Context: an optimization exercise on an open-source flow, tuned for small area, a short achievable clock period and few clock cycles per item. The choices shown serve that exercise and are no tape-out recipe. At most, simulation tests tie the RTL to the original design; equivalence was not proved. Power is estimated from default activity; no workload was simulated.

## mult_unit
module mult_unit (
    input  logic        clk_i,
    input  logic        rst_ni,
    input  logic        start_i,
    input  logic [2:0]  op_type_i,
    input  logic [31:0] operand_a_i,
    input  logic [31:0] operand_b_i,
    output logic [31:0] result_o,
    output logic        done_o,
    output logic        exception_valid_o,
    output logic [31:0] exception_cause_o
);
Settings: LEC_CHECK=0, ABC_AREA=1, CAP_MARGIN=20, CORE_MARGIN=2, CORE_UTILIZATION=60, CTS_BUF_LIST=sky130_fd_sc_hd__clkbuf_8, CTS_CLUSTER_SIZE=40, SLEW_MARGIN=20, SYNTH_HIERARCHICAL=1, SYNTH_MINIMUM_KEEP_SIZE=0; clock period 15.0 ns.
standard.sh (not shown) runs the stock make flow with config.mk's settings and CLKGATE_MAP_FILE= SYNTH_SCRIPT=/design/flow/synth_recipe.tcl, a recipe that flattens the netlist after the stock synthesis.
==> flow/flow/run.sh <==
#!/bin/bash
# The standard layout, with repair_timing asked for extra setup slack, plain port buffers
# and one tie cell for the constant outputs
bash standard.sh SETUP_SLACK_MARGIN=8.0 "BUFFER_PORTS_ARGS=-buffer_cell sky130_fd_sc_hd__buf_2" SKIP_REPAIR_TIE_FANOUT=1 finish > standard.log 2>&1
Testbench counts at the start, summed over its fixed seeds: cycles 1,608, ops 1,600.
==> next run, changes <==
--- a/flow/design.v
+++ b/flow/design.v
@@ -16,28 +16,26 @@
     assign a_sgn = ~(op_type_i[1] & op_type_i[0]);
     assign b_sgn = ~op_type_i[1];
     logic [33:0] am;    
     assign am = {operand_a_i[31] & a_sgn, operand_a_i, 1'b0};
     logic [32:0] bm;    
     assign bm = {operand_b_i, 1'b0};
     logic [15:0] one, two, neg, negz;
     logic [577:0] pp;
     genvar gj, gi;
     generate
         for (gj = 0; gj < 16; gj = gj + 1) begin : g_booth
             logic [33:0] x;    
-            assign one[gj]  = bm[2*gj+1] ^ bm[2*gj];
-            assign two[gj]  = (bm[2*gj+2] & ~bm[2*gj+1] & ~bm[2*gj]) | (~bm[2*gj+2] & bm[2*gj+1] & bm[2*gj]);
+            mu_benc u_enc (.b(bm[2*gj+2:2*gj]), .one(one[gj]), .two(two[gj]), .negz(negz[gj]));
             assign neg[gj]  = bm[2*gj+2];
-            assign negz[gj] = bm[2*gj+2] & ~(bm[2*gj+1] & bm[2*gj]);
             assign x = {am[33], am[33:1]} ^ {34{neg[gj]}};
             assign pp[gj*34] = (one[gj] & x[0]) | (two[gj] & neg[gj]);
             for (gi = 1; gi < 33; gi = gi + 1) begin : g_bit
                 assign pp[gj*34+gi] = (one[gj] & x[gi]) | (two[gj] & x[gi-1]);
             end
             assign pp[gj*34+33] = ~((one[gj] | two[gj]) & x[33]);
         end
     endgenerate
     logic d16;
     assign d16 = operand_b_i[31] & ~b_sgn;
     generate
         for (gi = 0; gi < 33; gi = gi + 1) begin : g_row16
@@ -974,41 +972,21 @@
             2'b01:   result_o = prod[63:32];
             default: result_o = '0;
         endcase
     end
     assign done_o = done_q;
     assign exception_valid_o = 1'b0;
     assign exception_cause_o = '0;
 endmodule
 module mu_fa (input logic a, input logic b, input logic c, output logic s, output logic co);
     assign s  = a ^ b ^ c;
     assign co = (a & b) | (a & c) | (b & c);
 endmodule
-module mu_pp_lo (input logic [2:0] b, input logic [17:0] am, output logic [16:0] pp, output logic neg);
-    logic one, two;
-    assign one = b[1] ^ b[0];
-    assign two = (b[2] & ~b[1] & ~b[0]) | (~b[2] & b[1] & b[0]);
-    assign neg = b[2] & ~(b[1] & b[0]);
-    genvar i;
-    generate
-        for (i = 0; i < 17; i = i + 1) begin : g_bit
-            assign pp[i] = ((one & am[i+1]) | (two & am[i])) ^ neg;
-        end
-    endgenerate
-endmodule
-module mu_pp_hi (input logic [2:0] b, input logic [16:0] am, output logic [16:0] pp);
-    logic one, two, neg;
-    assign one = b[1] ^ b[0];
-    assign two = (b[2] & ~b[1] & ~b[0]) | (~b[2] & b[1] & b[0]);
-    assign neg = b[2] & ~(b[1] & b[0]);
-    genvar i;
-    generate
-        for (i = 0; i < 16; i = i + 1) begin : g_bit
-            assign pp[i] = ((one & am[i+1]) | (two & am[i])) ^ neg;
-        end
-    endgenerate
-    assign pp[16] = ~(((one | two) & am[16]) ^ neg);
+module mu_benc (input logic [2:0] b, output logic one, output logic two, output logic negz);
+    assign one  = b[1] ^ b[0];
+    assign two  = ~one & (b[2] ^ b[1]);
+    assign negz = b[2] & (one | ~b[1]);
 endmodule
 module mu_ha (input logic a, input logic b, output logic s, output logic co);
     assign s  = a ^ b;
     assign co = a & b;
 endmodule
Result: Final cell count rose by 1.5%; setup slack is better by 0.047 ns; power came out higher by 5.9%; first-iteration DRC count goes down by 8.3%; final area increases by 1.4%; global-route usage fell by 1.5 points; non-clock buffer count goes up by 2.
Only the layout flow was run in the second run of this note; the RTL was not checked for function there.

-- afterwards: timing with drivers on the ports --
Ports are ideal in the flow. The routed layouts listed here were re-timed in OpenROAD.
Step 1 sets driving cells, clkbuf_16 on the clock port and buf_2 on the other inputs (assumed; they add their load-dependent delay and slew).
Step 2 moves the port delays by t, midway between the first and last clock arrival at a register: inputs arrive t later, outputs are due t later. That takes back most of the time a late clock gives input paths.
Three values: ideal, step 1, step 2; two values: the first two.
run	t (ns)	setup WS [ns]	worst data-port slew with drivers (ns)
the first run	0.611	7.934 / 7.967 / 7.356	0.07
the second run	0.595	7.981 / 8.013 / 7.418	0.07
After both steps setup and hold are still met in every run listed. For the first run, which loses most, drivers alone change the setup slack by +0.033 ns; drivers and shift together by -0.578 ns.
